Context: an optimization exercise on an open-source flow, tuned for small area and a short achievable clock period. The choices shown serve that exercise and are no tape-out recipe.
Only simulation tests tie the RTL to the original design; equivalence was not proved.
No activity file was given, so power comes from the tool's default toggle rates.

==> design/flow/flow/run.sh <==
#!/bin/bash
# The standard layout (standard.sh), with these changes:
# - synthesis leaves full and half adders to ABC (ADDER_MAP_FILE empty: no extract_fa,
#   no fa/ha cells);
# - the port buffers are buf_1 cells instead of the delay buffers buffer_ports picks;
# - clock tree synthesis inserts no dummy loads.
set -euo pipefail
ADDER_MAP_FILE= bash standard.sh synth > synth.log 2>&1
export BUFFER_PORTS_ARGS="-buffer_cell sky130_fd_sc_hd__buf_1"
export CTS_ARGS="-sink_clustering_enable -repair_clock_nets -dont_use_dummy_load -buf_list sky130_fd_sc_hd__clkbuf_8 -sink_clustering_size 20"
bash standard.sh > layout.log 2>&1
==> design/flow/design.v <==
`timescale 1ns / 1ps
module fp16_multiplier(
  input wire clk,
  input wire [15:0] a,
  input wire [15:0] b,
  output wire [15:0] out
);
  wire s0_s, s0_nan, s0_sticky;
  wire [5:0] s0_esum;
  wire [10:0] s0_ma;
  wire [12:0] s0_m3;
  wire [3:0] s0_d1, s0_d2, s0_d3, s0_d4;
  wire [2:0] s0_dn;
  fp16m_stage0 u_s0(.a(a), .b(b), .s(s0_s), .nan(s0_nan), .sticky(s0_sticky), .esum(s0_esum),
    .ma(s0_ma), .m3(s0_m3), .d1(s0_d1), .d2(s0_d2), .d3(s0_d3), .d4(s0_d4), .dn(s0_dn));
  reg r0_s, r0_nan, r0_sticky;
  reg [5:0] r0_esum;
  reg [10:0] ma;
  reg [12:0] m3;
  reg [3:0] d1, d2, d3, d4;
  reg [2:0] dn;
  always @(posedge clk) begin
    r0_s <= s0_s; r0_nan <= s0_nan; r0_esum <= s0_esum; r0_sticky <= s0_sticky;
    ma <= s0_ma; m3 <= s0_m3; d1 <= s0_d1; d2 <= s0_d2; d3 <= s0_d3; d4 <= s0_d4; dn <= s0_dn;
  end
  wire [21:8] s1_hx, s1_hy;
  wire [8:8] s1_pl;   
  fp16m_stage1 u_s1(.ma(ma), .m3(m3), .d1(d1), .d2(d2), .d3(d3), .d4(d4), .dn(dn),
    .hx(s1_hx), .hy(s1_hy), .pl(s1_pl));
  reg [21:8] r1_hx, r1_hy;
  reg [8:8] r1_pl;
  reg r1_sticky, r1_nan, r1_s;
  reg [5:0] r1_esum;
  always @(posedge clk) begin
    r1_hx <= s1_hx; r1_hy <= s1_hy; r1_pl <= s1_pl;
    r1_sticky <= r0_sticky; r1_nan <= r0_nan; r1_s <= r0_s; r1_esum <= r0_esum;
  end
  wire [21:8] s2_p;
  fp16m_stage2 u_s2(.hx(r1_hx), .hy(r1_hy), .pl(r1_pl), .p(s2_p));
  reg [21:8] r2_p;
  reg r2_sticky, r2_nan, r2_s;
  reg [5:0] r2_esum;
  always @(posedge clk) begin
    r2_p <= s2_p;
    r2_sticky <= r1_sticky; r2_nan <= r1_nan; r2_s <= r1_s; r2_esum <= r1_esum;
  end
  wire lead = r2_p[21];
  wire [10:0] kept = lead ? r2_p[21:11] : r2_p[20:10];
  wire guard = lead ? r2_p[10] : r2_p[9];
  wire rnd = lead ? r2_p[9] : r2_p[8];
  wire ru = guard & (rnd | r2_sticky | kept[0]);
  reg [11:0] r3_sum;   
  reg [6:0] r3_e;
  reg r3_nan, r3_s;
  always @(posedge clk) begin
    r3_sum <= {1'b0, kept} + {11'd0, ru};
    r3_e <= {1'b0, r2_esum} + {6'd0, lead};
    r3_nan <= r2_nan; r3_s <= r2_s;
  end
  wire of = r3_sum[11];
  wire [7:0] e = {1'b0, r3_e} + {7'd0, of};
  wire sub = e[7:4] == 4'd0;
  wire ovf = e >= 8'd46;
  wire [4:0] ex = (e[4:0] + 5'd1) ^ 5'b10000;
  wire [9:0] subf = r3_sum[11:1] >> (~r3_e[3:0]);
  wire [14:0] low = ovf ? 15'h7c00 : sub ? {5'd0, subf} : {ex, r3_sum[9:0]};
  reg [15:0] r4_out, r5_out;
  always @(posedge clk) begin
    r4_out <= r3_nan ? 16'h7e00 : {r3_s, low};
    r5_out <= r4_out;
  end
  assign out = r5_out;
endmodule
module fp16m_stage1(
  input wire [10:0] ma,
  input wire [12:0] m3,
  input wire [3:0] d1, d2, d3, d4,
  input wire [2:0] dn,
  output wire [21:8] hx, hy,
  output wire [8:8] pl
);
  wire t0_0 = ((d1[0] & ma[0]) | (d3[0] & m3[0])) ^ dn[0];
  wire t0_1 = ((d1[0] & ma[1]) | (d2[0] & ma[0]) | (d3[0] & m3[1])) ^ dn[0];
  wire t0_2 = ((d1[0] & ma[2]) | (d2[0] & ma[1]) | (d3[0] & m3[2]) | (d4[0] & ma[0])) ^ dn[0];
  wire t0_3 = ((d1[0] & ma[3]) | (d2[0] & ma[2]) | (d3[0] & m3[3]) | (d4[0] & ma[1])) ^ dn[0];
  wire t0_4 = ((d1[0] & ma[4]) | (d2[0] & ma[3]) | (d3[0] & m3[4]) | (d4[0] & ma[2])) ^ dn[0];
  wire t0_5 = ((d1[0] & ma[5]) | (d2[0] & ma[4]) | (d3[0] & m3[5]) | (d4[0] & ma[3])) ^ dn[0];
  wire t0_6 = ((d1[0] & ma[6]) | (d2[0] & ma[5]) | (d3[0] & m3[6]) | (d4[0] & ma[4])) ^ dn[0];
  wire t0_7 = ((d1[0] & ma[7]) | (d2[0] & ma[6]) | (d3[0] & m3[7]) | (d4[0] & ma[5])) ^ dn[0];
  wire t0_8 = ((d1[0] & ma[8]) | (d2[0] & ma[7]) | (d3[0] & m3[8]) | (d4[0] & ma[6])) ^ dn[0];
  wire t0_9 = ((d1[0] & ma[9]) | (d2[0] & ma[8]) | (d3[0] & m3[9]) | (d4[0] & ma[7])) ^ dn[0];
  wire t0_10 = ((d1[0] & ma[10]) | (d2[0] & ma[9]) | (d3[0] & m3[10]) | (d4[0] & ma[8])) ^ dn[0];
  wire t0_11 = ((d2[0] & ma[10]) | (d3[0] & m3[11]) | (d4[0] & ma[9])) ^ dn[0];
  wire t0_12 = ((d3[0] & m3[12]) | (d4[0] & ma[10])) ^ dn[0];
  wire t1_0 = ((d1[1] & ma[0]) | (d3[1] & m3[0])) ^ dn[1];
  wire t1_1 = ((d1[1] & ma[1]) | (d2[1] & ma[0]) | (d3[1] & m3[1])) ^ dn[1];
  wire t1_2 = ((d1[1] & ma[2]) | (d2[1] & ma[1]) | (d3[1] & m3[2]) | (d4[1] & ma[0])) ^ dn[1];
  wire t1_3 = ((d1[1] & ma[3]) | (d2[1] & ma[2]) | (d3[1] & m3[3]) | (d4[1] & ma[1])) ^ dn[1];
  wire t1_4 = ((d1[1] & ma[4]) | (d2[1] & ma[3]) | (d3[1] & m3[4]) | (d4[1] & ma[2])) ^ dn[1];
  wire t1_5 = ((d1[1] & ma[5]) | (d2[1] & ma[4]) | (d3[1] & m3[5]) | (d4[1] & ma[3])) ^ dn[1];
  wire t1_6 = ((d1[1] & ma[6]) | (d2[1] & ma[5]) | (d3[1] & m3[6]) | (d4[1] & ma[4])) ^ dn[1];
  wire t1_7 = ((d1[1] & ma[7]) | (d2[1] & ma[6]) | (d3[1] & m3[7]) | (d4[1] & ma[5])) ^ dn[1];
  wire t1_8 = ((d1[1] & ma[8]) | (d2[1] & ma[7]) | (d3[1] & m3[8]) | (d4[1] & ma[6])) ^ dn[1];
  wire t1_9 = ((d1[1] & ma[9]) | (d2[1] & ma[8]) | (d3[1] & m3[9]) | (d4[1] & ma[7])) ^ dn[1];
  wire t1_10 = ((d1[1] & ma[10]) | (d2[1] & ma[9]) | (d3[1] & m3[10]) | (d4[1] & ma[8])) ^ dn[1];
  wire t1_11 = ((d2[1] & ma[10]) | (d3[1] & m3[11]) | (d4[1] & ma[9])) ^ dn[1];
  wire t1_12 = ((d3[1] & m3[12]) | (d4[1] & ma[10])) ^ dn[1];
  wire t2_0 = ((d1[2] & ma[0]) | (d3[2] & m3[0])) ^ dn[2];
  wire t2_1 = ((d1[2] & ma[1]) | (d2[2] & ma[0]) | (d3[2] & m3[1])) ^ dn[2];
  wire t2_2 = ((d1[2] & ma[2]) | (d2[2] & ma[1]) | (d3[2] & m3[2]) | (d4[2] & ma[0])) ^ dn[2];
  wire t2_3 = ((d1[2] & ma[3]) | (d2[2] & ma[2]) | (d3[2] & m3[3]) | (d4[2] & ma[1])) ^ dn[2];
  wire t2_4 = ((d1[2] & ma[4]) | (d2[2] & ma[3]) | (d3[2] & m3[4]) | (d4[2] & ma[2])) ^ dn[2];
  wire t2_5 = ((d1[2] & ma[5]) | (d2[2] & ma[4]) | (d3[2] & m3[5]) | (d4[2] & ma[3])) ^ dn[2];
  wire t2_6 = ((d1[2] & ma[6]) | (d2[2] & ma[5]) | (d3[2] & m3[6]) | (d4[2] & ma[4])) ^ dn[2];
  wire t2_7 = ((d1[2] & ma[7]) | (d2[2] & ma[6]) | (d3[2] & m3[7]) | (d4[2] & ma[5])) ^ dn[2];
  wire t2_8 = ((d1[2] & ma[8]) | (d2[2] & ma[7]) | (d3[2] & m3[8]) | (d4[2] & ma[6])) ^ dn[2];
  wire t2_9 = ((d1[2] & ma[9]) | (d2[2] & ma[8]) | (d3[2] & m3[9]) | (d4[2] & ma[7])) ^ dn[2];
  wire t2_10 = ((d1[2] & ma[10]) | (d2[2] & ma[9]) | (d3[2] & m3[10]) | (d4[2] & ma[8])) ^ dn[2];
  wire t2_11 = ((d2[2] & ma[10]) | (d3[2] & m3[11]) | (d4[2] & ma[9])) ^ dn[2];
  wire t2_12 = ((d3[2] & m3[12]) | (d4[2] & ma[10])) ^ dn[2];
  wire t3_0 = (d1[3] & ma[0]) | (d3[3] & m3[0]);
  wire t3_1 = (d1[3] & ma[1]) | (d2[3] & ma[0]) | (d3[3] & m3[1]);
  wire t3_2 = (d1[3] & ma[2]) | (d2[3] & ma[1]) | (d3[3] & m3[2]) | (d4[3] & ma[0]);
  wire t3_3 = (d1[3] & ma[3]) | (d2[3] & ma[2]) | (d3[3] & m3[3]) | (d4[3] & ma[1]);
  wire t3_4 = (d1[3] & ma[4]) | (d2[3] & ma[3]) | (d3[3] & m3[4]) | (d4[3] & ma[2]);
  wire t3_5 = (d1[3] & ma[5]) | (d2[3] & ma[4]) | (d3[3] & m3[5]) | (d4[3] & ma[3]);
  wire t3_6 = (d1[3] & ma[6]) | (d2[3] & ma[5]) | (d3[3] & m3[6]) | (d4[3] & ma[4]);
  wire t3_7 = (d1[3] & ma[7]) | (d2[3] & ma[6]) | (d3[3] & m3[7]) | (d4[3] & ma[5]);
  wire t3_8 = (d1[3] & ma[8]) | (d2[3] & ma[7]) | (d3[3] & m3[8]) | (d4[3] & ma[6]);
  wire t3_9 = (d1[3] & ma[9]) | (d2[3] & ma[8]) | (d3[3] & m3[9]) | (d4[3] & ma[7]);
  wire t3_10 = (d1[3] & ma[10]) | (d2[3] & ma[9]) | (d3[3] & m3[10]) | (d4[3] & ma[8]);
  wire t3_11 = (d2[3] & ma[10]) | (d3[3] & m3[11]) | (d4[3] & ma[9]);
  wire t3_12 = (d3[3] & m3[12]) | (d4[3] & ma[10]);
  wire fs0 = t0_6 ^ t1_3;
  wire fc0 = t0_6 & t1_3;
  wire fs1 = t0_7 ^ t1_4;
  wire fc1 = t0_7 & t1_4;
  wire fs2 = t0_8 ^ t1_5;
  wire fc2 = t0_8 & t1_5;
  wire fs3 = t0_9 ^ t1_6 ^ t2_3;
  wire fc3 = (t0_9 & t1_6) | (t2_3 & (t0_9 ^ t1_6));
  wire fs4 = t0_10 ^ t1_7 ^ t2_4;
  wire fc4 = (t0_10 & t1_7) | (t2_4 & (t0_10 ^ t1_7));
  wire fs5 = t0_11 ^ t1_8 ^ t2_5;
  wire fc5 = (t0_11 & t1_8) | (t2_5 & (t0_11 ^ t1_8));
  wire fs6 = t0_12 ^ t1_9 ^ t2_6;
  wire fc6 = (t0_12 & t1_9) | (t2_6 & (t0_12 ^ t1_9));
  wire fs7 = t1_10 ^ t2_7 ^ t3_4;
  wire fc7 = (t1_10 & t2_7) | (t3_4 & (t1_10 ^ t2_7));
  wire fs8 = t1_11 ^ t2_8 ^ t3_5;
  wire fc8 = (t1_11 & t2_8) | (t3_5 & (t1_11 ^ t2_8));
  wire fs9 = t1_12 ^ t2_9 ^ t3_6;
  wire fc9 = (t1_12 & t2_9) | (t3_6 & (t1_12 ^ t2_9));
  wire fs10 = t2_10 ^ t3_7 ^ ~dn[1];
  wire fc10 = (t2_10 & t3_7) | (~dn[1] & (t2_10 ^ t3_7));
  wire fs11 = t2_11 ^ t3_8;
  wire fc11 = t2_11 & t3_8;
  wire fs12 = t2_12 ^ t3_9;
  wire fc12 = t2_12 & t3_9;
  wire fs13 = t0_3 ^ t1_0;
  wire fc13 = t0_3 & t1_0;
  wire fs14 = t0_4 ^ t1_1;
  wire fc14 = t0_4 & t1_1;
  wire fs15 = t0_5 ^ t1_2;
  wire fc15 = t0_5 & t1_2;
  wire fs16 = t2_0 ^ dn[2] ^ fs0;
  wire fc16 = (t2_0 & dn[2]) | (fs0 & (t2_0 ^ dn[2]));
  wire fs17 = t2_1 ^ fs1 ^ fc0;
  wire fc17 = (t2_1 & fs1) | (fc0 & (t2_1 ^ fs1));
  wire fs18 = t2_2 ^ fs2 ^ fc1;
  wire fc18 = (t2_2 & fs2) | (fc1 & (t2_2 ^ fs2));
  wire fs19 = t3_0 ^ fc2 ^ fs3;
  wire fc19 = (t3_0 & fc2) | (fs3 & (t3_0 ^ fc2));
  wire fs20 = t3_1 ^ fs4 ^ fc3;
  wire fc20 = (t3_1 & fs4) | (fc3 & (t3_1 ^ fs4));
  wire fs21 = t3_2 ^ fs5 ^ fc4;
  wire fc21 = (t3_2 & fs5) | (fc4 & (t3_2 ^ fs5));
  wire fs22 = t3_3 ^ fs6 ^ fc5;
  wire fc22 = (t3_3 & fs6) | (fc5 & (t3_3 ^ fs6));
  wire fs23 = dn[0] ^ fs7 ^ fc6;
  wire fc23 = (dn[0] & fs7) | (fc6 & (dn[0] ^ fs7));
  wire fs24 = dn[0] ^ fs8 ^ fc7;
  wire fc24 = (dn[0] & fs8) | (fc7 & (dn[0] ^ fs8));
  wire fs25 = dn[0] ^ fs9 ^ fc8;
  wire fc25 = (dn[0] & fs9) | (fc8 & (dn[0] ^ fs9));
  wire fs26 = ~dn[0] ^ fs10 ^ fc9;
  wire fc26 = (~dn[0] & fs10) | (fc9 & (~dn[0] ^ fs10));
  wire fs27 = 1'b1 ^ fs11 ^ fc10;
  wire fc27 = (1'b1 & fs11) | (fc10 & (1'b1 ^ fs11));
  wire fs28 = 1'b1 ^ fs12 ^ fc11;
  wire fc28 = (1'b1 & fs12) | (fc11 & (1'b1 ^ fs12));
  wire fs29 = t3_10 ^ ~dn[2] ^ fc12;
  wire fc29 = (t3_10 & ~dn[2]) | (fc12 & (t3_10 ^ ~dn[2]));
  wire fs30 = t3_11 ^ 1'b1;
  wire fc30 = t3_11 & 1'b1;
  wire fs31 = t3_12 ^ 1'b1;
  wire fc31 = t3_12 & 1'b1;
  wire [7:0] lx = {fs17, fs16, fs15, fs14, dn[1], t0_2, t0_1, t0_0};
  wire [7:0] ly = {fc16, fc15, fc14, fc13, fs13, 1'b0, 1'b0, dn[0]};
  wire [8:0] lsum = {1'b0, lx} + {1'b0, ly};
  assign pl = lsum[8:8];
  assign hx = {fs31, fs30, fs29, fs28, fs27, fs26, fs25, fs24, fs23, fs22, fs21, fs20, fs19, fs18};
  assign hy = {fc30, fc29, fc28, fc27, fc26, fc25, fc24, fc23, fc22, fc21, fc20, fc19, fc18, fc17};
endmodule
module fp16m_stage2(
  input wire [21:8] hx, hy,
  input wire [8:8] pl,
  output wire [21:8] p
);
  wire [14:0] psum = {hx, 1'b1} + {hy, pl[8]};
  assign p = psum[14:1];
endmodule
module fp16m_stage0(
  input wire [15:0] a, b,
  output wire s, nan, sticky,
  output wire [5:0] esum,
  output wire [10:0] ma,
  output wire [12:0] m3,
  output wire [3:0] d1, d2, d3, d4,
  output wire [2:0] dn
);
  wire [4:0] ea = a[14:10], eb = b[14:10];
  wire [9:0] fa = a[9:0], fb = b[9:0];
  wire ea0 = ea == 5'd0, eb0 = eb == 5'd0, ea31 = &ea, eb31 = &eb;
  wire fa0 = fa == 10'd0, fb0 = fb == 10'd0;
  wire za = ea0 & fa0, zb = eb0 & fb0;
  wire ia = ea31 & fa0, ib = eb31 & fb0;
  assign s = a[15] ^ b[15];
  assign nan = (ea31 & ~fa0) | (eb31 & ~fb0) | (ia & zb) | (za & ib);
  wire [5:0] sum = {1'b0, ea} + {1'b0, eb};
  assign esum = (za | zb) ? 6'd0 : (ia | ib) ? 6'd63 : sum;
  wire [8:0] tza, tzb;   
  assign tza[0] = 1'b1; assign tzb[0] = 1'b1;
  genvar gk;
  generate for (gk = 1; gk <= 8; gk = gk + 1) begin : g_tz
    assign tza[gk] = tza[gk-1] & ~fa[gk-1];
    assign tzb[gk] = tzb[gk-1] & ~fb[gk-1];
  end endgenerate
  assign sticky = ~|(tza & {tzb[0], tzb[1], tzb[2], tzb[3], tzb[4], tzb[5], tzb[6], tzb[7], tzb[8]});
  assign ma = {~ea0, fa};
  assign m3 = {2'b00, ma} + {1'b0, ma, 1'b0};
  wire [12:0] mbx = {1'b0, 1'b0, ~eb0, fb, 1'b0};   
  wire [3:0] dnx;
  generate for (gk = 0; gk < 4; gk = gk + 1) begin : g_booth
    wire y3 = mbx[3*gk+3], y2 = mbx[3*gk+2], y1 = mbx[3*gk+1], y0 = mbx[3*gk];
    wire [2:0] v = {1'b0, y2, 1'b0} + {2'b00, y1} + {2'b00, y0};   
    wire [2:0] m = y3 ? 3'd4 - v : v;
    assign d1[gk] = m == 3'd1;
    assign d2[gk] = m == 3'd2;
    assign d3[gk] = m == 3'd3;
    assign d4[gk] = m == 3'd4;
    assign dnx[gk] = y3 & (m != 3'd0);
  end endgenerate
  assign dn = dnx[2:0];   
endmodule
==> design/flow/config.mk <==
export PLATFORM = sky130hd
export DESIGN_NAME = fp16_multiplier
export DESIGN_NICKNAME = fp16_multiplier
export VERILOG_FILES = /design/flow/design.v
export SDC_FILE = /design/flow/constraint.sdc
export NUM_CORES = 4
export LEC_CHECK = 0
export CAP_MARGIN = 20
export CORE_MARGIN = 2
export CORE_UTILIZATION = 60
export CTS_BUF_LIST = sky130_fd_sc_hd__clkbuf_8
export CTS_CLUSTER_SIZE = 20
export SETUP_SLACK_MARGIN = 2.8
export SLEW_MARGIN = 20
==> design/flow/standard.sh <==
#!/bin/bash
# synth_recipe.tcl (not shown) runs the flow's synth.tcl, then flattens the netlist and writes it again
# the make line also repeats each setting of config.mk as NAME=value (left out here)
make -C /OpenROAD-flow-scripts/flow DESIGN_CONFIG=/design/flow/config.mk WORK_HOME=/design/flow/orfs CLKGATE_MAP_FILE= SYNTH_SCRIPT=/design/flow/synth_recipe.tcl "${@:-finish}"
==> design/flow/constraint.sdc <==
create_clock -name core_clock -period 5.0 [get_ports {clk}]
set_input_delay 1.0000 -clock core_clock [delete_from_list [all_inputs] [get_ports {clk}]]
set_output_delay 1.0000 -clock core_clock [all_outputs]
set_load 0.01 [all_outputs]
==> results of run 1 <==
## placed cells by master (no fill, tap or decap), types with 4 or more instances in the layout
cell type and instances:
a211oi_1 8, a21oi_1 29, a21oi_2 4, a221oi_1 20, a221oi_2 4, a222oi_1 8, a22o_1 26, a22oi_1 30
and2_1 11, and3_1 4, buf_1 43, buf_4 22, clkbuf_8 17, dfxtp_1 133, dfxtp_2 20, dfxtp_4 12
inv_1 18, maj3_1 25, mux2i_1 20, nand2_1 51, nand2b_1 9, nand3_1 14, nand4_1 5, nor2_1 51
nor2b_1 7, nor3_1 8, o21a_1 7, o21ai_0 25, xnor2_1 123, xor2_1 22
## worst max-delay path: cells and delay by family, from the launching register on
| kind | cells | cell delay, ns |
|---|---|---|
| AOI/OAI and AO/OA | 5 | 0.93 |
| DFF | 1 | 0.40 |
| xor gates and xnor gates | 3 | 0.77 |
## sequential cells by signal, indices dropped and copies added, names as in the netlist, 6 cells and up
name     cells
r1_hx       14
m3          13
r1_hy       14
r1_esum      6
r4_out      16
r2_esum      6
r3_sum      12
r3_e         7
r2_p        14
ma          10
r5_out      16
r0_esum      6
## cell type report
type / count / area, um2
multi-input combinational: 594 / 4446
fill: 1058 / 4347
sequential: 165 / 3373
timing repair buffer: 71 / 397.9
clock buffer: 17 / 234.0
tap: 176 / 220.2
inverter: 18 / 67.56
## metrics by stage
stage	hold slack (ns)	total power [mW]
5_1_grt	0.3281	5.117
4_1_cts	0.3054	4.681
6_report	0.3064	4.781
3_5_place_dp	0.3121	3.947
2_1_floorplan	0.3096	3.577
3_3_place_gp	0.3096	3.878
## worst max-delay path by stage
stage               startpoint     end  slack, ns  depth (start not counted)
detailed placement        a[1]  m3[10]       2.07                          9
finish                   d1[1]   r1_pl       2.78                          8
floorplan                 a[5]  m3[10]       2.42                          9
global route             m3[0]   r1_pl       2.69                          8
CTS                      ma[1]   r1_pl       2.75                          8
global placement          a[5]  m3[10]       2.15                          9
## Yosys cell counts (4+ instances only)
cell type,n
dfxtp_1,165
xnor2_1,123
nand2_1,54
nor2_1,54
a21oi_1,33
a22oi_1,32
clkbuf_1,29
o21ai_0,29
maj3_1,28
a22o_1,26
xor2_1,24
a221oi_1,23
mux2i_1,20
inv_1,18
buf_2,14
nand3_1,14
and2_1,11
nand2b_1,9
a211oi_1,8
a222oi_1,8
nor2b_1,8
nor3_1,8
o21a_1,7
and3_1,6
nand4_1,5
o22ai_1,5
buf_6,4
## power breakdown
part	switching [mW]	internal [mW]
Sequential	0.429	1.76
Combinational	0.915	0.990
Clock	0.382	0.299
Total	1.73	3.05
## what timing repair did
item                       in CTS  in global routing
setup endpoints to repair       9                 27
hold endpoints to repair        0                  0
setup buffers                   3                 19
resized for setup              27                 73
pin swaps                       3                 21
## kinds of logic (layout without fill, tap and decap cells)
family / after synthesis / count (layout) / synth area share, %
adder cells (fa/ha/maj): 28 / 28 / 3.526
AO/OA/AOI/OAI: 210 / 210 / 19.47
buffers and inverters: 75 / 106 / 4.801
XOR/XNOR: 149 / 149 / 16.69
flip-flops: 165 / 165 / 41.56
AND/OR/NAND/NOR: 184 / 184 / 11.02
multiplexers: 23 / 23 / 2.943
## layer usage
metal | part of all wire, % | global-route usage (%) | vias to the layer above
met5 | 0 | 0 | -
met3 | 5.5 | 4.837 | 30
li1 | - | - | 3000
met2 | 47 | 36.82 | 186
met4 | 1.8 | 7.887 | 0
met1 | 46 | 30.10 | 2806
==> results.ini, run 1 <==
[worst_setup_path]
r2r_start=d1[1]
cpPeakStageDelay_ns=0.40
cp.arrival_ns=2.54
crit_type=register to register
path_cells=a22o_1 -> a221oi_2 -> xnor2_1 -> xnor2_2 -> xnor3_1 -> o21ai_0 -> o221ai_1 -> o211a_1
r2r_setup_slack_ns=2.78
r2r_cells=8
crit_required_ns=5.32
setup.worst_path.start_class=register
cp_max_fo=11
cp_slowest_cell=dfxtp_2
r2r_end=r1_pl
end_kind=register

[place]
place_area_um2=8060
routabilityCongestion=0.9161
dpl_worst_slack_ns=2.069
dp_cells=1002
dp_hpwl_mm=12.05
port_buffers=48

[synth]
synth_nets=867
synth_area_leaders=dfxtp_1 (42%), xnor2_1 (14%), maj3_1 (3.5%), a22oi_1 (3.0%), a22o_1 (2.9%)
synth_top_area_share_pct=41.56
syn_avg_cell_area_um2=9.531
synth_edf_count=0
ys_ff_latch=165
yosysWarnings=1
ys_seq_area_share_pct=41.56
synthCells=834
synth_top_area_cell=dfxtp_1
ys.flop_type=dfxtp_1
async_reset_ff_share_pct=0
synth_cell_type_count=70
syn_area_um2=7949

[drt]
drtIter0Drc=674
vias=6022
drc=0
wl_per_cell_um=15.83
detail-route-antenna-nets=0
drt-total-wl_mm=16.48
vias_per_cell=5.785
first_pass_iters=8

[cts]
clkLatencyLatePin_ns=0.46
cts_tree=done
cts_buffers=17
cts-hold-fix-buffers=0
path_clk_slew_ns=0.10
clockBufferDepth=2
clockRootBuffer=clkbuf_8
htreeDepth=4
cts_sinks=165

[min_path]
hold-path-cell-count=0
whs_endpoint=r2_esum[3]
hold_start=r1_esum[3]
hold_class=register to register

[global_route]
grt_usage_pct=22.72
grt_overflow=0
antenna_found_initial=0
grt_max_degree=27
grt_pass1_vias=5438
grt_pass1_wl_mm=26.04

[run_status]
outcome=finished clean

[run]
drv_cap=0

[floorplan]
initial_utilization_pct=60.75
die-area_um2=14180
die_h_um=119.1
num_rows=42
io_pins=49
fp.dieW_um=119.1
core-area_um2=13090

[pwr]
p_leak_nw=3.277
peakVddDrop_uv=216.8
powerDensity_nw_per_um2=547.1

[final_layout]
syn2layout_area_growth_pct=9.932
drive_gt1_share_pct=14.80
n_antenna_cell=0
utilization_pct=66.78
stdcell_area_um2=8738
nets=900
fin_cells=1041

[timing]
tightestPinTransition_ns=0.8113
finalClockSkew_ns=0.04486
rsz0062_at_grt=yes
max_clock_freq_mhz=450.1
finalSetupTns_ns=0
finalHoldViolCount=0
relSlewSlack_pct=45.84
setup_viol=0
period_share_pct=44.43
setup_ws_ns=2.778
maxSlewViolCount=0
period_minus_slack_ns=2.222

==> inputs of run 2 (changes only) <==
--- a/design/flow/config.mk
+++ b/design/flow/config.mk
@@ -10,5 +10,6 @@
 export CORE_UTILIZATION = 60
 export CTS_BUF_LIST = sky130_fd_sc_hd__clkbuf_8
 export CTS_CLUSTER_SIZE = 20
-export SETUP_SLACK_MARGIN = 2.8
+export SETUP_SLACK_MARGIN = 3.2
 export SLEW_MARGIN = 20
+export SYNTH_HIERARCHICAL = 1
==> run 2 against run 1 <==
Compared with the run above: via count increased by 12%; clock-buffer cell count unchanged; largest cell class unchanged; first-iteration DRC count fell by 21%; synthesized cell count increased by 9.4%; power up 14%; sequential power grew 3%.
==> results.ini, run 2 <==
[run_status]
outcome=finished clean  ; unchanged

[timing]
period_minus_slack_ns=2.008  ; was 2.222 ns
setup_viol=0  ; unchanged
relSlewSlack_pct=64.33  ; was 45.84%
maxSlewViolCount=0  ; unchanged
max_clock_freq_mhz=498.0  ; was 450.1 MHz
finalHoldViolCount=0  ; unchanged
finalSetupTns_ns=0  ; unchanged
finalClockSkew_ns=0.02388  ; was 0.04486 ns
tightestPinTransition_ns=0.5350  ; was 0.8113 ns
period_share_pct=40.16  ; was 44.43%
rsz0062_at_grt=yes  ; unchanged

[synth]
synth_most_common_cell=dfxtp_1  ; unchanged
ys.flop_type=dfxtp_1  ; unchanged
yosysWarnings=7  ; was 1
synthAdderAreaFrac_pct=3.087  ; was 3.526%
ys_ff_latch=166  ; was 165
synth_area_leaders=dfxtp_1 (38%), xnor2_1 (13%), buf_4 (3.8%), a221oi_2 (2.9%), mux2i_1 (2.8%)  ; was dfxtp_1 (42%), xnor2_1 (14%), maj3_1 (3.5%), a22oi_1 (3.0%), a22o_1 (2.9%)
synth_top_family_by_area=compound AO/OA/AOI/OAI gates  ; unchanged
ys_seq_area_share_pct=37.60  ; was 41.56%
synth_cell_type_count=76  ; was 70
synth_top_area_cell=dfxtp_1  ; unchanged
syn_area_um2=8837  ; was 7949 um2
synth_simple_gate_area_share_pct=11.54  ; was 11.02%
syn_avg_cell_area_um2=9.690  ; was 9.531 um2
synth_commonest_cells=dfxtp_1 (166), xnor2_1 (127), nand2_1 (53)  ; was dfxtp_1 (165), xnor2_1 (123), nand2_1 (54), nor2_1 (54), a21oi_1 (33)
synth_compound_area_share_pct=20.01  ; was 19.47%
synth_nets=945  ; was 867
synth_edf_count=0  ; unchanged
synth_top_area_share_pct=37.60  ; was 41.56%
synth_mux_area_share_pct=4.743  ; was 2.943%
synthCells=912  ; was 834
async_reset_ff_share_pct=0  ; unchanged
synth_xor_area_share_pct=15.23  ; was 16.69%

[worst_setup_path]
cp_max_fo=2  ; was 11
cp.arrival_ns=2.36  ; was 2.54 ns
end_kind=register  ; unchanged
setup.worst_path.start_class=register  ; unchanged
crit_type=register to register  ; unchanged
crit_required_ns=5.36  ; was 5.32 ns

[cts]
htreeDepth=4  ; unchanged
cts-hold-fix-buffers=0  ; unchanged
cts_tree=done  ; unchanged
cts_buffers=17  ; unchanged
clkLatencyLatePin_ns=0.46  ; about the same
cts_sinks=166  ; was 165
clockBufferDepth=2  ; unchanged
clockRootBuffer=clkbuf_8  ; unchanged
path_clk_slew_ns=0.08  ; was 0.10 ns

[run]
drv_cap=0  ; unchanged

[floorplan]
fp.dieW_um=125.4  ; was 119.1 um
num_rows=44  ; was 42
die-area_um2=15720  ; was 14180 um2
die_h_um=125.4  ; was 119.1 um
core-area_um2=14480  ; was 13090 um2
io_pins=49  ; unchanged
initial_utilization_pct=61.04  ; was 60.75%

[drt]
drc=0  ; unchanged
drt-total-wl_mm=19.30  ; was 16.48 mm
vias=6722  ; was 6022
wl_per_cell_um=17.27  ; was 15.83 um
vias_per_cell=6.013  ; was 5.785
first_pass_iters=5  ; was 8
drtIter0Drc=531  ; was 674
detail-route-antenna-nets=0  ; unchanged

[global_route]
antenna_found_initial=0  ; unchanged
grt_max_degree=29  ; was 27
grt_overflow=0  ; unchanged
grt_pass1_wl_mm=31.23  ; was 26.04 mm
grt_pass1_vias=6291  ; was 5438
grt_usage_pct=24.33  ; was 22.72%

[final_layout]
syn2layout_area_growth_pct=12.49  ; was 9.932%
drive_gt1_share_pct=28.91  ; was 14.80%
nets=969  ; was 900
top_regs=r4_out: 16 flops, r5_out: 16 flops  ; unchanged
n_antenna_cell=0  ; unchanged
fin_cells=1118  ; was 1041
layout_commonest_cell=dfxtp_1  ; unchanged
final_cell_mix=dfxtp_1 (129), xnor2_1 (115), nand2_1 (51)  ; was dfxtp_1 (133), xnor2_1 (123), nor2_1 (51), nand2_1 (51), buf_1 (43)

[min_path]
hold_class=register to register  ; unchanged

[pwr]
peakVddDrop_uv=222.7  ; was 216.8 uV
share_seq_of_total_power_pct=41.4  ; was 45.9%
share_comb_of_total_power_pct=45.9  ; was 39.9%
clkPwrFrac_pct=12.7  ; was 14.3%
switching_power_mw=2.071  ; was 1.727 mW
p_int_mw=3.375  ; was 3.054 mW
switching_share_pct=38.03  ; was 36.12%
p_leak_nw=3.794  ; was 3.277 nW
powerDensity_nw_per_um2=547.8  ; was 547.1 nW/um2

[place]
routabilityCongestion=0.8802  ; was 0.9161
port_buffers=48  ; unchanged
dp_cells=1045  ; was 1002
dp_hpwl_mm=13.27  ; was 12.05 mm

[run 2: cell families (layout without fill, tap and decap cells)]
group	count (synthesis)	count (layout)
simple gates	187	187
fa+ha+maj	25	25
xor+xnor	152	152
flops	166	166
buf+inv	116	138
mux	36	36
compound gates	230	230
[run 2: layout make-up]
class	instances	area (um2)
clock buffers	17	234.0
fillers	1147	4538
inverters	16	60.06
multi-input cells	630	5201
flip-flops and latches	166	3417
well taps	184	230.2
repair buffers	105	798.3
[run 2: final timing paths]
kind                                  from  slack, ns         end  depth (start not counted)
worst max register to register       r1_pl       2.99    r2_p[21]                          6
worst max-delay path                 r1_pl       2.99    r2_p[21]                          6
worst min-delay path            r4_out[13]       0.32  r5_out[13]                          0
worst min register to register  r4_out[13]       0.32  r5_out[13]                          0
[run 2: through the flow]
stage               cell area (um2)  worst slack, ns  utilization [%]  total power [mW]  hold slack [ns]
floorplan                      8969            2.672                -             4.106           0.3096
detailed placement             8683            2.434            59.97             4.360           0.3121
finish                         9941            2.992            68.66             5.445           0.3222
global placement               8683            2.476            59.97             4.301           0.3096
global route                   9941            2.917            68.66             5.810           0.3277
CTS                            9489            2.969            65.54             5.269           0.3243
[run 2: Yosys stat by module (local to each module, per instance)]
module | copies in the design | flip-flops and latches | cells
fp16_multiplier | 1 | 166 | 347
fp16m_stage2 | 1 | 0 | 107
fp16m_stage1 | 1 | 0 | 295
fp16m_stage0 | 1 | 0 | 163
[run 2: metal layers]
metal / global-route usage, % / routed length [um] / up-vias
li1: - / - / 3276
met1: 32.74 / 8958 / 3205
met2: 38.68 / 9116 / 201
met3: 4.921 / 804 / 40
met4: 9.477 / 425 / 0
met5: 0 / 0 / -
[run 2: repair_timing]
action,4_1_cts,5_1_grt
resized for setup,119,66
endpoints found under the setup margin,66,62
buffers inserted,31,25
cloned,0,0
pin swaps,39,35
[run 2: critical path, cell delays in order, from the launching register on]
cell	delay (ns)
dfxtp_2	0.34
maj3_2	0.32
o21a_1	0.19
maj3_2	0.34
a211o_4	0.37
a221oi_4	0.24
xnor2_1	0.14
[run 2: power groups by stage]
stage	Clock (mW)	Combinational [mW]	Sequential (mW)
final	0.691	2.50	2.25
after global routing	0.761	2.73	2.32
after CTS	0.714	2.31	2.24
after detailed placement	0	2.09	2.27
after global placement	0	2.05	2.25
after floorplan	0	2.08	2.03
==> inputs of run 3 (changes only) <==
--- a/design/flow/config.mk
+++ b/design/flow/config.mk
@@ -10,6 +10,6 @@
 export CORE_UTILIZATION = 60
 export CTS_BUF_LIST = sky130_fd_sc_hd__clkbuf_8
 export CTS_CLUSTER_SIZE = 20
-export SETUP_SLACK_MARGIN = 3.2
+export SETUP_SLACK_MARGIN = 2.9
 export SLEW_MARGIN = 20
 export SYNTH_HIERARCHICAL = 1
==> run 3 against run 2 <==
Compared with the run above: power shrank 6.8%; register-to-register slack lost 0.06 ns; global-route usage shrank 0.85 points; non-clock buffer count shrank 52; sequential power is essentially flat.
==> results.ini, run 3 <==
[timing]
rsz0062_at_grt=yes  ; unchanged
finalHoldViolCount=0  ; unchanged
setup_viol=0  ; unchanged
max_clock_freq_mhz=483.8  ; was 498.0 MHz
period_minus_slack_ns=2.067  ; was 2.008 ns
setup_ws_ns=2.933  ; was 2.992 ns
finalSetupTns_ns=0  ; unchanged
tightestPinTransition_ns=0.8416  ; was 0.5350 ns
finalClockSkew_ns=0.03293  ; was 0.02388 ns
period_share_pct=41.34  ; was 40.16%
maxSlewViolCount=0  ; unchanged
relSlewSlack_pct=43.82  ; was 64.33%

[worst_setup_path]
r2r_setup_slack_ns=2.93  ; was 2.99 ns
cp_top_family=simple AND/OR/NAND/NOR gates  ; was compound AO/OA/AOI/OAI gates
cpPeakStageDelay_ns=0.43  ; was 0.37 ns
crit_type=register to register  ; unchanged
cp.arrival_ns=2.42  ; was 2.36 ns
path_cells=a22o_1 -> or3_1 -> and4b_4 -> xor2_2 -> xnor2_2 -> nand4_1 -> a211oi_2  ; was maj3_2 -> o21a_1 -> maj3_2 -> a211o_4 -> a221oi_4 -> xnor2_1
critPathBufInv=0  ; unchanged
r2r_start=d2[1]  ; was r1_pl
crit_required_ns=5.35  ; was 5.36 ns
setup.worst_path.start_class=register  ; unchanged
r2r_end=r1_pl  ; was r2_p[21]
cp_slowest_cell=dfxtp_2  ; was a211o_4
r2r_cells=7  ; was 6
cp_max_fo=11  ; was 2
end_kind=register  ; unchanged

[pwr]
switching_power_mw=1.940  ; was 2.071 mW
switching_share_pct=38.25  ; was 38.03%
share_seq_of_total_power_pct=44.4  ; was 41.4%
powerDensity_nw_per_um2=563.0  ; was 547.8 nW/um2
clkPwrFrac_pct=13.5  ; was 12.7%
p_int_mw=3.132  ; was 3.375 mW
share_comb_of_total_power_pct=42.1  ; was 45.9%
p_leak_nw=3.275  ; was 3.794 nW
peakVddDrop_uv=216.2  ; was 222.7 uV

[final_layout]
n_fill_cell=1222  ; was 1147
drive_gt1_share_pct=14.74  ; was 28.91%
top_regs=r4_out: 16 flops, r5_out: 16 flops  ; unchanged
final_cell_mix=dfxtp_1 (143), xnor2_1 (127), nand2_1 (52)  ; was dfxtp_1 (129), xnor2_1 (115), nand2_1 (51)
n_antenna_cell=0  ; unchanged
nets=917  ; was 969
layout_commonest_cell=dfxtp_1  ; unchanged
syn2layout_area_growth_pct=1.954  ; was 12.49%

[cts]
clkLatencyLatePin_ns=0.45  ; was 0.46 ns
clockRootBuffer=clkbuf_8  ; unchanged
cts_sinks=166  ; unchanged
clockBufferDepth=2  ; unchanged
path_clk_slew_ns=0.09  ; was 0.08 ns
cts_buffers=17  ; unchanged
cts-hold-fix-buffers=0  ; unchanged
cts_tree=done  ; unchanged
htreeDepth=4  ; unchanged

[place]
dpl_worst_slack_ns=2.441  ; was 2.434 ns
dp_hpwl_mm=13.31  ; was 13.27 mm
port_buffers=48  ; unchanged
routabilityCongestion=0.8712  ; was 0.8802

[global_route]
antenna_found_initial=0  ; unchanged
grt_pass1_wl_mm=30.28  ; was 31.23 mm
globalRoute.busiestLayer=met2  ; unchanged
use_met1_pct=31.48  ; was 32.74%
gr-usage-met2_pct=36.99  ; was 38.68%
grt_max_degree=29  ; unchanged
grt_usage_pct=23.48  ; was 24.33%
use_met3_pct=4.664  ; was 4.921%
grt_pass1_vias=6172  ; was 6291
grt_overflow=0  ; unchanged

[min_path]
hold-path-cell-count=0  ; unchanged
hold_class=register to register  ; unchanged
whs_endpoint=r5_out[4]  ; was r5_out[13]
hold_start=r4_out[4]  ; was r4_out[13]

[synth]
ys.flop_type=dfxtp_1  ; unchanged
synth_top_area_cell=dfxtp_1  ; unchanged
synthCells=912  ; unchanged
synth_edf_count=0  ; unchanged
syn_avg_cell_area_um2=9.690  ; unchanged
async_reset_ff_share_pct=0  ; unchanged
synth_nets=945  ; unchanged
synth_top_area_share_pct=37.60  ; unchanged
ys_ff_latch=166  ; unchanged
yosysWarnings=7  ; unchanged
synth_area_leaders=dfxtp_1 (38%), xnor2_1 (13%), buf_4 (3.8%), a221oi_2 (2.9%), mux2i_1 (2.8%)  ; unchanged
synth_commonest_cells=dfxtp_1 (166), xnor2_1 (127), nand2_1 (53)  ; unchanged
syn_area_um2=8837  ; unchanged
ys_seq_area_share_pct=37.60  ; unchanged
synth_most_common_cell=dfxtp_1  ; unchanged
synth_cell_type_count=76  ; unchanged

[floorplan]
initial_utilization_pct=61.04  ; unchanged
die_h_um=125.4  ; unchanged
io_pins=49  ; unchanged
core-area_um2=14480  ; unchanged
fp.dieW_um=125.4  ; unchanged
num_rows=44  ; unchanged
die-area_um2=15720  ; unchanged

[run]
drv_cap=0  ; unchanged

[drt]
first_pass_iters=7  ; was 5
drt-total-wl_mm=18.47  ; was 19.30 mm
drtIter0Drc=596  ; was 531
vias_per_cell=6.039  ; was 6.013
wl_per_cell_um=17.32  ; was 17.27 um
detail-route-antenna-nets=0  ; unchanged
drc=0  ; unchanged
vias=6438  ; was 6722

[run_status]
outcome=finished clean  ; unchanged

## run 3: worst max path at each step
stage | start | to | slack [ns] | cells past startpoint
global placement | a[5] | r0_nan | 2.47 | 6
global route | d4[1] | r1_pl | 2.80 | 7
CTS | d1[1] | r1_pl | 2.86 | 7
detailed placement | a[5] | r0_esum[4] | 2.44 | 6
floorplan | a[4] | r0_nan | 2.67 | 5
finish | d2[1] | r1_pl | 2.93 | 7
## run 3: layer usage
metal | vias up | share of wire, %
met5 | - | 0
met3 | 41 | 5.8
met1 | 2996 | 46
met4 | 0 | 2.3
li1 | 3165 | -
met2 | 236 | 45
## run 3: worst register-to-register path, delay by kind of cell (launching register included)
family	cells	cell delay [ns]
xor gates and xnor gates	2	0.38
AOI/OAI and AO/OA	2	0.44
and+or+nand+nor	3	0.74
DFF	1	0.43
## run 3: final cells by class
cell class / count / area [um2] / area share [%]
timing repair buffer: 53 / 224.0 / 2.486
clock buffer: 17 / 234.0 / 2.597
sequential: 166 / 3364 / 37.34
inverter: 16 / 60.06 / 0.6666
tap: 184 / 230.2 / 2.555
multi-input combinational: 630 / 4897 / 54.35
## run 3: logic make-up after synthesis
group / share of synthesized area, %
buffers and inverters: 7.787
DFF: 37.60
xor gates and xnor gates: 15.23
AOI/OAI and AO/OA: 20.01
and+or+nand+nor: 11.54
muxes: 4.743
adders and majority gates: 3.086
## run 3: power groups by stage
stage | Sequential, mW | Combinational (mW) | Clock, mW
after floorplan | 2.03 | 2.06 | 0
after global routing | 2.31 | 2.36 | 0.758
after detailed placement | 2.26 | 2.07 | 0
final | 2.25 | 2.14 | 0.683
after global placement | 2.25 | 2.04 | 0
after CTS | 2.24 | 2.11 | 0.703
## run 3: through the flow
step	util [%]	power (mW)	instances	area, um2	hold slack (ns)
floorplan	-	4.090	912	8865	0.3096
global placement	59.66	4.290	1045	8638	0.3102
detailed placement	59.66	4.335	1045	8638	0.3121
CTS	61.55	5.059	1063	8911	0.3136
global route	62.23	5.426	1066	9010	0.3249
finish	62.23	5.072	1066	9010	0.3060
## run 3: modules after synthesis (local to each module, per instance)
module,cells,cell area [um2],times used,flip-flops and latches
fp16_multiplier,347,4664,1,166
fp16m_stage1,295,2396,1,0
fp16m_stage0,163,1033,1,0
fp16m_stage2,107,743.2,1,0
## run 3: what timing repair did
item	in CTS	in global routing
buffers inserted	1	3
pin swaps	2	7
setup endpoints to repair	6	23
resized for setup	8	37
==> inputs of run 4 (changes only) <==
--- a/design/flow/config.mk
+++ b/design/flow/config.mk
@@ -7,7 +7,7 @@
 export LEC_CHECK = 0
 export CAP_MARGIN = 20
 export CORE_MARGIN = 2
-export CORE_UTILIZATION = 60
+export CORE_UTILIZATION = 50
 export CTS_BUF_LIST = sky130_fd_sc_hd__clkbuf_8
 export CTS_CLUSTER_SIZE = 20
 export SETUP_SLACK_MARGIN = 2.9
==> run 4 against run 3 <==
Compared with the run above: largest power group unchanged; highest routed layer unchanged; utilization fell by 9.5 points; combinational power barely moved; setup slack improved by 0.0058 ns; global-route usage down 3.6 points; hold slack improved by 0.018 ns; register-to-register slack about the same; final area up 1.2%; sequential share of layout area down 0.36 points; via count shrank 1.3%; clock-buffer cell count unchanged; first-iteration DRC count is 27% lower.
==> results.ini, run 4 <==
[run_status]
outcome=finished clean  ; unchanged

[cts]
cts_tree=done  ; unchanged
cts_sinks=166  ; unchanged
clkLatencyLatePin_ns=0.45  ; about the same
htreeDepth=4  ; unchanged
path_clk_slew_ns=0.10  ; was 0.09 ns
cts_buffers=17  ; unchanged
clockRootBuffer=clkbuf_8  ; unchanged
cts-hold-fix-buffers=0  ; unchanged
clockBufferDepth=2  ; unchanged

[final_layout]
final_cell_mix=dfxtp_1 (142), xnor2_1 (127), nand2_1 (52)  ; was dfxtp_1 (143), xnor2_1 (127), nand2_1 (52)
nets=921  ; was 917
layout_commonest_cell=dfxtp_1  ; unchanged
drive_gt1_share_pct=15.58  ; was 14.74%
top_regs=r4_out: 16 flops, r5_out: 16 flops  ; unchanged
syn2layout_area_growth_pct=3.143  ; was 1.954%
stdcell_area_um2=9115  ; was 9010 um2
n_antenna_cell=0  ; unchanged

[global_route]
grt_pass1_vias=6008  ; was 6172
grt_max_degree=26  ; was 29
grt_overflow=0  ; unchanged
grt_pass1_wl_mm=29.67  ; was 30.28 mm
grt_usage_pct=19.84  ; was 23.48%
antenna_found_initial=0  ; unchanged

[worst_setup_path]
setup.worst_path.start_class=register  ; unchanged
cp_max_fo=12  ; was 11
critPathBufInv=0  ; unchanged
cpPeakStageDelay_ns=0.41  ; was 0.43 ns
r2r_start=ma[5]  ; was d2[1]
r2r_end=r1_pl  ; unchanged
r2r_cells=7  ; unchanged
cp.arrival_ns=2.40  ; was 2.42 ns
crit_path_start=ma[5]  ; was d2[1]
r2r_setup_slack_ns=2.94  ; was 2.93 ns
crit_required_ns=5.33  ; was 5.35 ns
cp_top_family=compound AO/OA/AOI/OAI gates  ; was simple AND/OR/NAND/NOR gates
end_kind=register  ; unchanged
cp_slowest_cell=dfxtp_2  ; unchanged
path_cells=a22o_1 -> a221oi_1 -> xnor2_1 -> nand2_1 -> o31ai_1 -> a21oi_1 -> a211oi_2  ; was a22o_1 -> or3_1 -> and4b_4 -> xor2_2 -> xnor2_2 -> nand4_1 -> a211oi_2
crit_type=register to register  ; unchanged

[synth]
synth_edf_count=0  ; unchanged
synth_area_leaders=dfxtp_1 (38%), xnor2_1 (13%), buf_4 (3.8%), a221oi_2 (2.9%), mux2i_1 (2.8%)  ; unchanged
synth_top_area_share_pct=37.60  ; unchanged
async_reset_ff_share_pct=0  ; unchanged
syn_area_um2=8837  ; unchanged
synth_nets=945  ; unchanged
synth_cell_type_count=76  ; unchanged
synthCells=912  ; unchanged
synth_commonest_cells=dfxtp_1 (166), xnor2_1 (127), nand2_1 (53)  ; unchanged
synth_top_area_cell=dfxtp_1  ; unchanged
yosysWarnings=7  ; unchanged
ys.flop_type=dfxtp_1  ; unchanged
syn_avg_cell_area_um2=9.690  ; unchanged
ys_ff_latch=166  ; unchanged
synth_most_common_cell=dfxtp_1  ; unchanged
ys_seq_area_share_pct=37.60  ; unchanged

[floorplan]
io_pins=49  ; unchanged
core-area_um2=17300  ; was 14480 um2
num_rows=48  ; was 44
die_h_um=136.9  ; was 125.4 um
die-area_um2=18750  ; was 15720 um2
fp.dieW_um=136.9  ; was 125.4 um
initial_utilization_pct=51.09  ; was 61.04%

[drt]
detail-route-antenna-nets=0  ; unchanged
drc=0  ; unchanged
first_pass_iters=6  ; was 7
vias=6356  ; was 6438
wl_per_cell_um=16.26  ; was 17.32 um
drtIter0Drc=436  ; was 596
drt-total-wl_mm=18.06  ; was 18.47 mm
vias_per_cell=5.721  ; was 6.039

[min_path]
whs_endpoint=r1_nan  ; was r5_out[4]
hold_class=register to register  ; unchanged
hold_start=r0_nan  ; was r4_out[4]
hold-path-cell-count=0  ; unchanged

[place]
port_buffers=48  ; unchanged
place_area_um2=8690  ; was 8638 um2
dp_hpwl_mm=13.51  ; was 13.31 mm
routabilityCongestion=0.8825  ; was 0.8712

[pwr]
peakVddDrop_uv=241.4  ; was 216.2 uV
powerDensity_nw_per_um2=553.7  ; was 563.0 nW/um2
p_leak_nw=3.302  ; was 3.275 nW
power_mw=5.047  ; was 5.072 mW

[run]
drv_cap=0  ; unchanged

[timing]
period_share_pct=41.22  ; was 41.34%
finalHoldViolCount=0  ; unchanged
relSlewSlack_pct=48.79  ; was 43.82%
finalClockSkew_ns=0.02669  ; was 0.03293 ns
setup_viol=0  ; unchanged
period_minus_slack_ns=2.061  ; was 2.067 ns
maxSlewViolCount=0  ; unchanged
max_clock_freq_mhz=485.2  ; was 483.8 MHz
tightestPinTransition_ns=0.7670  ; was 0.8416 ns
rsz0062_at_grt=yes  ; unchanged
finalSetupTns_ns=0  ; unchanged

-- run 4: worst max path at each step --
stage            endpoint  slack [ns]  cells past startpoint
2_1_floorplan      r0_nan        2.67                      5
3_3_place_gp       r0_nan        2.46                      6
3_5_place_dp   r0_esum[2]        2.41                      6
4_1_cts             r1_pl        2.81                      7
5_1_grt             r1_pl        2.83                      5
6_report            r1_pl        2.94                      7
-- run 4: timing repair --
| item | 4_1_cts | 5_1_grt |
|---|---|---|
| resized for setup | 7 | 45 |
| pin swaps | 2 | 12 |
| setup buffers | 0 | 8 |
| setup endpoints to repair | 10 | 16 |
-- run 4: stage by stage --
step	instances	hold WS, ns	setup slack [ns]	util, %
detailed placement	1086	0.3121	2.410	50.24
global route	1111	0.3327	2.826	52.70
CTS	1103	0.3314	2.813	51.69
floorplan	912	0.3096	2.672	-
finish	1111	0.3235	2.939	52.70
global placement	1086	0.3095	2.457	50.24
-- run 4: modules after synthesis, one instance, submodules excluded --
| module | flip-flops and latches | copies in the design |
|---|---|---|
| fp16_multiplier | 166 | 1 |
| fp16m_stage0 | 0 | 1 |
| fp16m_stage1 | 0 | 1 |
| fp16m_stage2 | 0 | 1 |
-- run 4: layer usage --
layer	vias to the layer above	wire [um]	part of all wire, %	GRT usage [%]
met1	2957	8367	46	25.77
met3	33	861	4.8	3.556
li1	3178	-	-	-
met4	0	408	2.3	8.247
met5	-	0	0	0
met2	188	8425	47	32.45
-- run 4: report_power, final --
group / switching [mW] / internal (mW) / leakage [nW] / total [mW]
Combinational: 1.04 / 1.08 / 1.78 / 2.12
Sequential: 0.495 / 1.76 / 1.40 / 2.25
Clock: 0.374 / 0.300 / 0.122 / 0.674
Total: 1.91 / 3.14 / 3.30 / 5.05
-- run 4: final cells by class --
class	instances	area [um2]
repair buffers	57	255.2
well taps	225	281.5
inverters	16	60.06
multi-input cells	630	4913
clock buffers	17	234.0
flip-flops and latches	166	3371
fillers	1599	8182
-- run 4: cells by family after synthesis --
| logic type | Yosys count | synth area share, % |
|---|---|---|
| AOI/OAI and AO/OA | 230 | 20.01 |
| DFF | 166 | 37.60 |
| and+or+nand+nor | 187 | 11.54 |
| xor gates and xnor gates | 152 | 15.23 |
| adders and majority gates | 25 | 3.086 |
| muxes | 36 | 4.743 |
| buffers and inverters | 116 | 7.787 |
==> inputs of run 5 (changes only) <==
--- a/design/flow/config.mk
+++ b/design/flow/config.mk
@@ -10,6 +10,6 @@
 export CORE_UTILIZATION = 50
 export CTS_BUF_LIST = sky130_fd_sc_hd__clkbuf_8
 export CTS_CLUSTER_SIZE = 20
-export SETUP_SLACK_MARGIN = 2.9
+export SETUP_SLACK_MARGIN = 3.0
 export SLEW_MARGIN = 20
 export SYNTH_HIERARCHICAL = 1
==> run 5 against run 4 <==
Compared with the run above: critical path depth fell by 2; synthesized cell count did not move; setup slack improved by 0.049 ns; combinational power rose by 2%; maximum frequency rose by 2.4%; synthesized area did not move; largest cell class unchanged; sequential power barely moved; die area did not move; cell count did not move; clock-buffer cell count did not move; routed wire length rose by 1.6%; utilization rose by 0.56 points.
==> results.ini, run 5 <==
[global_route]
grt_pass1_vias=5954  ; was 6008
grt_overflow=0  ; unchanged
antenna_found_initial=0  ; unchanged
grt_max_degree=26  ; unchanged
grt_pass1_wl_mm=29.88  ; was 29.67 mm
grt_usage_pct=19.96  ; was 19.84%

[worst_setup_path]
r2r_end=r1_pl  ; unchanged
cpPeakStageDelay_ns=0.59  ; was 0.41 ns
cp_max_fo=10  ; was 12
crit_required_ns=5.35  ; was 5.33 ns
path_cells=buf_2 -> or4_4 -> nor3_4 -> nand2_1 -> a31o_2  ; was a22o_1 -> a221oi_1 -> xnor2_1 -> nand2_1 -> o31ai_1 -> a21oi_1 -> a211oi_2
crit_path_start=a[2]  ; was ma[5]
end_kind=register  ; unchanged
cp_slowest_cell=or4_4  ; was dfxtp_2
r2r_cells=7  ; unchanged
endpoint=r0_nan  ; was r1_pl
path_depth=5  ; was 7
crit_type=input port to register  ; was register to register
critPathBufInv=1  ; was 0
setup.worst_path.start_class=input port  ; was register
cp.arrival_ns=2.36  ; was 2.40 ns
r2r_start=d3[1]  ; was ma[5]
r2r_setup_slack_ns=3.00  ; was 2.94 ns
cp_top_family=simple AND/OR/NAND/NOR gates  ; was compound AO/OA/AOI/OAI gates

[pwr]
clkPwrFrac_pct=13.5  ; was 13.3%
switching_share_pct=38.15  ; was 37.83%
switching_power_mw=1.945  ; was 1.909 mW
peakVddDrop_uv=225.6  ; was 241.4 uV
p_leak_nw=3.339  ; was 3.302 nW
p_int_mw=3.153  ; was 3.138 mW
power_mw=5.098  ; was 5.047 mW
powerDensity_nw_per_um2=553.4  ; was 553.7 nW/um2
share_comb_of_total_power_pct=42.3  ; was 42.0%
share_seq_of_total_power_pct=44.2  ; was 44.6%

[synth]
synth_area_leaders=dfxtp_1 (38%), xnor2_1 (13%), buf_4 (3.8%), a221oi_2 (2.9%), mux2i_1 (2.8%)  ; unchanged
synth_most_common_cell=dfxtp_1  ; unchanged
synth_top_area_cell=dfxtp_1  ; unchanged
synth_nets=945  ; unchanged
synth_top_area_share_pct=37.60  ; unchanged
syn_avg_cell_area_um2=9.690  ; unchanged
ys.flop_type=dfxtp_1  ; unchanged
syn_area_um2=8837  ; unchanged
synthCells=912  ; unchanged
yosysWarnings=7  ; unchanged
synth_commonest_cells=dfxtp_1 (166), xnor2_1 (127), nand2_1 (53)  ; unchanged
async_reset_ff_share_pct=0  ; unchanged
synth_cell_type_count=76  ; unchanged
synth_edf_count=0  ; unchanged
ys_ff_latch=166  ; unchanged
ys_seq_area_share_pct=37.60  ; unchanged

[floorplan]
num_rows=48  ; unchanged
core-area_um2=17300  ; unchanged
initial_utilization_pct=51.09  ; unchanged
io_pins=49  ; unchanged
die-area_um2=18750  ; unchanged
fp.dieW_um=136.9  ; unchanged
die_h_um=136.9  ; unchanged

[final_layout]
top_regs=r4_out: 16 flops, r5_out: 16 flops  ; unchanged
nets=921  ; unchanged
layout_commonest_cell=dfxtp_1  ; unchanged
drive_gt1_share_pct=18.62  ; was 15.58%
fin_cells=1111  ; unchanged
syn2layout_area_growth_pct=4.233  ; was 3.143%
n_antenna_cell=0  ; unchanged
n_fill_cell=1601  ; was 1599
final_cell_mix=dfxtp_1 (138), xnor2_1 (126), nand2_1 (51)  ; was dfxtp_1 (142), xnor2_1 (127), nand2_1 (52)

[timing]
relSlewSlack_pct=49.32  ; was 48.79%
rsz0062_at_grt=yes  ; unchanged
setup_ws_ns=2.988  ; was 2.939 ns
finalHoldViolCount=0  ; unchanged
max_clock_freq_mhz=496.9  ; was 485.2 MHz
finalClockSkew_ns=0.03980  ; was 0.02669 ns
tightestPinTransition_ns=0.7591  ; was 0.7670 ns
setup_viol=0  ; unchanged
period_share_pct=40.25  ; was 41.22%
maxSlewViolCount=0  ; unchanged
period_minus_slack_ns=2.012  ; was 2.061 ns
finalSetupTns_ns=0  ; unchanged

[cts]
path_clk_slew_ns=0.08  ; was 0.10 ns
cts_buffers=17  ; unchanged
clkLatencyLatePin_ns=0.47  ; was 0.45 ns
htreeDepth=4  ; unchanged
clockBufferDepth=2  ; unchanged
cts_sinks=166  ; unchanged
cts_tree=done  ; unchanged
clockRootBuffer=clkbuf_8  ; unchanged

[place]
dp_hpwl_mm=13.56  ; was 13.51 mm
dpl_worst_slack_ns=2.407  ; was 2.410 ns
port_buffers=48  ; unchanged
dp_cells=1086  ; unchanged
routabilityCongestion=0.8842  ; was 0.8825

[drt]
first_pass_iters=5  ; was 6
wl_per_cell_um=16.52  ; was 16.26 um
vias_per_cell=5.686  ; was 5.721
drc=0  ; unchanged
detail-route-antenna-nets=0  ; unchanged
vias=6317  ; was 6356
drt-total-wl_mm=18.35  ; was 18.06 mm
drtIter0Drc=490  ; was 436

[run]
drv_cap=0  ; unchanged

[min_path]
hold_class=register to register  ; unchanged

[run_status]
outcome=finished clean  ; unchanged

==> run 5: changes by cell type in the layout (fill, tap and decap cells not counted), moves of 5 or more <==
cell and delta:
dfxtp_2 +8, a21oi_2 +6, a21oi_1 -6, buf_2 +5
buf_1 -7
==> run 5: cell type report <==
class	count	area (um2)	area share, %
clock buffers	17	234.0	2.540
inverters	16	60.06	0.6520
multi-input cells	630	4994	54.21
flip-flops and latches	166	3366	36.54
well taps	225	281.5	3.056
repair buffers	57	276.5	3.002
==> run 5: cell families (layout without fill, tap and decap cells) <==
logic type                 count (synthesis)  count (layout)  share of synthesized area (%)
AOI/OAI and AO/OA                        230             230                          20.01
xor gates and xnor gates                 152             152                          15.23
adders and majority gates                 25              25                          3.086
buffers and inverters                    116              90                          7.787
DFF                                      166             166                          37.60
muxes                                     36              36                          4.743
and+or+nand+nor                          187             187                          11.54
==> run 5: stage by stage <==
step,cell area (um2),util (%),hold WS [ns]
2_1_floorplan,8872,-,0.3096
3_3_place_gp,8696,50.27,0.3097
3_5_place_dp,8696,50.27,0.3121
4_1_cts,8995,52.00,0.3309
5_1_grt,9211,53.26,0.3323
6_report,9211,53.26,0.3273
==> run 5: worst register-to-register path, stage by stage (launching register included) <==
cell and delay (ns):
dfxtp_2 0.41, a22o_1 0.28, or3_1 0.36, and4b_4 0.23
xor2_2 0.15, xnor2_2 0.19, nand4_1 0.13, a211oi_2 0.19
==> run 5: how the worst min path moves through the flow <==
stage	startpoint	to	slack (ns)	cells past startpoint
after floorplan	r0_esum[0]	r1_esum[0]	0.31	0
after global placement	r4_out[2]	r5_out[2]	0.31	0
after detailed placement	r1_esum[3]	r2_esum[3]	0.31	0
after CTS	r4_out[2]	r5_out[2]	0.33	0
after global routing	r4_out[2]	r5_out[2]	0.33	0
final	r4_out[2]	r5_out[2]	0.33	0
==> run 5: layer usage <==
layer | track usage, % | share of wire [%] | vias up
met5 | 0 | 0 | -
met4 | 6.300 | 1.2 | 0
met3 | 4.481 | 4.2 | 21
met2 | 31.92 | 47 | 164
met1 | 26.77 | 48 | 2958
li1 | - | - | 3174
==> run 5: modules after synthesis (local to each module, per instance) <==
module | area [um2] | cells inside | flops+latches
fp16m_stage2 | 743.2 | 107 | 0
fp16_multiplier | 4664 | 347 | 166
fp16m_stage1 | 2396 | 295 | 0
fp16m_stage0 | 1033 | 163 | 0
==> run 5: power groups by stage <==
| stage | Combinational, mW | Clock, mW | Sequential (mW) |
|---|---|---|---|
| global route | 2.38 | 0.768 | 2.32 |
| floorplan | 2.06 | 0 | 2.03 |
| finish | 2.16 | 0.687 | 2.26 |
| global placement | 2.04 | 0 | 2.25 |
| CTS | 2.13 | 0.715 | 2.24 |
| detailed placement | 2.08 | 0 | 2.27 |
==> run 5: what timing repair did <==
item | CTS | global route
gates resized for setup | 19 | 64
pin swaps | 6 | 13
setup buffers | 3 | 5
hold buffers | 0 | 0
setup endpoints to repair | 22 | 33
hold endpoints to repair | 0 | 0
==> inputs of run 6 (changes only) <==
--- a/design/flow/config.mk
+++ b/design/flow/config.mk
@@ -7,7 +7,7 @@
 export LEC_CHECK = 0
 export CAP_MARGIN = 20
 export CORE_MARGIN = 2
-export CORE_UTILIZATION = 50
+export CORE_UTILIZATION = 45
 export CTS_BUF_LIST = sky130_fd_sc_hd__clkbuf_8
 export CTS_CLUSTER_SIZE = 20
 export SETUP_SLACK_MARGIN = 3.0
==> run 6 against run 5 <==
Compared with the run above: highest routed layer unchanged; via count hardly changed; critical path depth grew 2; global-route usage shrank 2.9 points; still clean on timing, DRC and antenna.
==> results.ini, run 6 <==
[timing]
maxSlewViolCount=0  ; unchanged
period_minus_slack_ns=2.054  ; was 2.012 ns
max_clock_freq_mhz=486.9  ; was 496.9 MHz
relSlewSlack_pct=62.05  ; was 49.32%
period_share_pct=41.08  ; was 40.25%
rsz0062_at_grt=yes  ; unchanged
setup_ws_ns=2.946  ; was 2.988 ns

[drt]
wl_per_cell_um=14.84  ; was 16.52 um
detail-route-antenna-nets=0  ; unchanged
vias_per_cell=5.424  ; was 5.686
drtIter0Drc=425  ; was 490
vias=6314  ; was 6317
drt-total-wl_mm=17.27  ; was 18.35 mm
drc=0  ; unchanged

[pwr]
peakVddDrop_uv=214.7  ; was 225.6 uV
power_mw=5.045  ; was 5.098 mW
p_leak_nw=3.399  ; was 3.339 nW

[worst_setup_path]
path_cells=a22o_1 -> or3_4 -> and4b_4 -> xor2_2 -> xnor2_2 -> nand4_1 -> a211oi_2  ; was buf_2 -> or4_4 -> nor3_4 -> nand2_1 -> a31o_2
r2r_end=r1_pl  ; unchanged
r2r_start=d1[1]  ; was d3[1]
r2r_setup_slack_ns=2.95  ; was 3.00 ns
cp_slowest_cell=dfxtp_4  ; was or4_4
crit_path_start=d1[1]  ; was a[2]
crit_required_ns=5.34  ; was 5.35 ns
cp.arrival_ns=2.40  ; was 2.36 ns
crit_type=register to register  ; was input port to register
critPathBufInv=0  ; was 1
setup.worst_path.start_class=register  ; was input port

[place]
routabilityCongestion=0.8670  ; was 0.8842
dpl_worst_slack_ns=2.405  ; was 2.407 ns
place_area_um2=8753  ; was 8696 um2
port_buffers=48  ; unchanged

[global_route]
grt_overflow=0  ; unchanged
grt_max_degree=26  ; unchanged
antenna_found_initial=0  ; unchanged

[final_layout]
nets=934  ; was 921
multi_input_area_um2=4986  ; was 4994 um2
utilization_pct=48.44  ; was 53.26%
n_antenna_cell=0  ; unchanged
top_regs=r4_out: 16 flops, r5_out: 16 flops  ; unchanged
drive_gt1_share_pct=19.47  ; was 18.62%
syn2layout_area_growth_pct=5.989  ; was 4.233%

[floorplan]
die-area_um2=20770  ; was 18750 um2
initial_utilization_pct=45.71  ; was 51.09%
fp.dieW_um=144.1  ; was 136.9 um
die_h_um=144.1  ; was 136.9 um
num_rows=51  ; was 48
core-area_um2=19330  ; was 17300 um2

[min_path]
hold_class=register to register  ; unchanged
hold-path-cell-count=0  ; unchanged

[synth]
synth_simple_gate_area_share_pct=11.54  ; unchanged
async_reset_ff_share_pct=0  ; unchanged
synthCells=912  ; unchanged
syn_avg_cell_area_um2=9.690  ; unchanged
synthAdderAreaFrac_pct=3.087  ; unchanged
synth_top_family_by_area=compound AO/OA/AOI/OAI gates  ; unchanged
yosysWarnings=7  ; unchanged
synth_compound_area_share_pct=20.01  ; unchanged
synth_edf_count=0  ; unchanged
synth_area_leaders=dfxtp_1 (38%), xnor2_1 (13%), buf_4 (3.8%), a221oi_2 (2.9%), mux2i_1 (2.8%)  ; unchanged
synth_top_area_cell=dfxtp_1  ; unchanged
synth_most_common_cell=dfxtp_1  ; unchanged
synth_cell_type_count=76  ; unchanged
synth_top_area_share_pct=37.60  ; unchanged

[cts]
cts_tree=done  ; unchanged
htreeDepth=4  ; unchanged
clockRootBuffer=clkbuf_8  ; unchanged
path_clk_slew_ns=0.08  ; about the same
cts_sinks=166  ; unchanged
clockBufferDepth=2  ; unchanged

[run_status]
outcome=finished clean  ; unchanged

[run 6: how the worst min path moves through the flow]
stage / from / endpoint / slack, ns
after detailed placement: r0_esum[2] / r1_esum[2] / 0.31
after CTS: r4_out[8] / r5_out[8] / 0.31
after global routing: r1_esum[0] / r2_esum[0] / 0.31
final: r1_esum[0] / r2_esum[0] / 0.31
after global placement: r4_out[3] / r5_out[3] / 0.31
after floorplan: r0_esum[0] / r1_esum[0] / 0.31
[run 6: layer usage]
layer	vias up	part of all wire (%)	track usage [%]
li1	3202	-	-
met1	2951	47	22.58
met2	134	48	27.99
met3	27	3.4	3.245
met4	0	1.7	5.570
met5	-	0	0
[run 6: worst register-to-register path, delay by kind of cell (launching register included)]
family | cells | cell delay, ns
compound gates | 2 | 0.52
flops | 1 | 0.38
xor+xnor | 2 | 0.37
simple gates | 3 | 0.70
[run 6: final cells by class]
type                            instances  area share, %
Multi-Input combinational cell        630          53.23
Sequential cell                       166          36.04
Timing Repair Buffer                   70          4.007
Tap cell                              265          3.540
Clock buffer                           17          2.498
Inverter                               16         0.6813
[run 6: cell families after synthesis]
group	count (synthesis)
xor gates and xnor gates	152
DFF	166
AOI/OAI and AO/OA	230
buffers and inverters	116
muxes	36
adders and majority gates	25
and+or+nand+nor	187
[run 6: repair_timing]
action / CTS / global route
endpoints found under the setup margin: 17 / 34
pin swaps: 7 / 12
resized for setup: 20 / 62
setup buffers: 3 / 17
[run 6: metrics by stage]
step / std cells / hold WS [ns]
6_report: 1164 / 0.3067
5_1_grt: 1164 / 0.3130
4_1_cts: 1147 / 0.3082
3_5_place_dp: 1127 / 0.3121
3_3_place_gp: 1127 / 0.3100
2_1_floorplan: 912 / 0.3096
[run 6: where the power goes]
| group | switching, mW | internal [mW] |
|---|---|---|
| combinational | 1.02 | 1.10 |
| sequential | 0.480 | 1.76 |
| clock | 0.388 | 0.300 |
| total | 1.88 | 3.16 |
[run 6: Yosys stat by module, one instance, submodules excluded]
module | flops+latches | cell area, um2
fp16_multiplier | 166 | 4664
fp16m_stage2 | 0 | 743.2
fp16m_stage0 | 0 | 1033
fp16m_stage1 | 0 | 2396

Setup slack of run 6, layout unchanged: 2.946 ns with ideal ports, 2.946 ns with driving cells assumed (clock clkbuf_16, inputs buf_2), 2.483 ns with port delays also shifted by the 0.473 ns mid clock arrival.
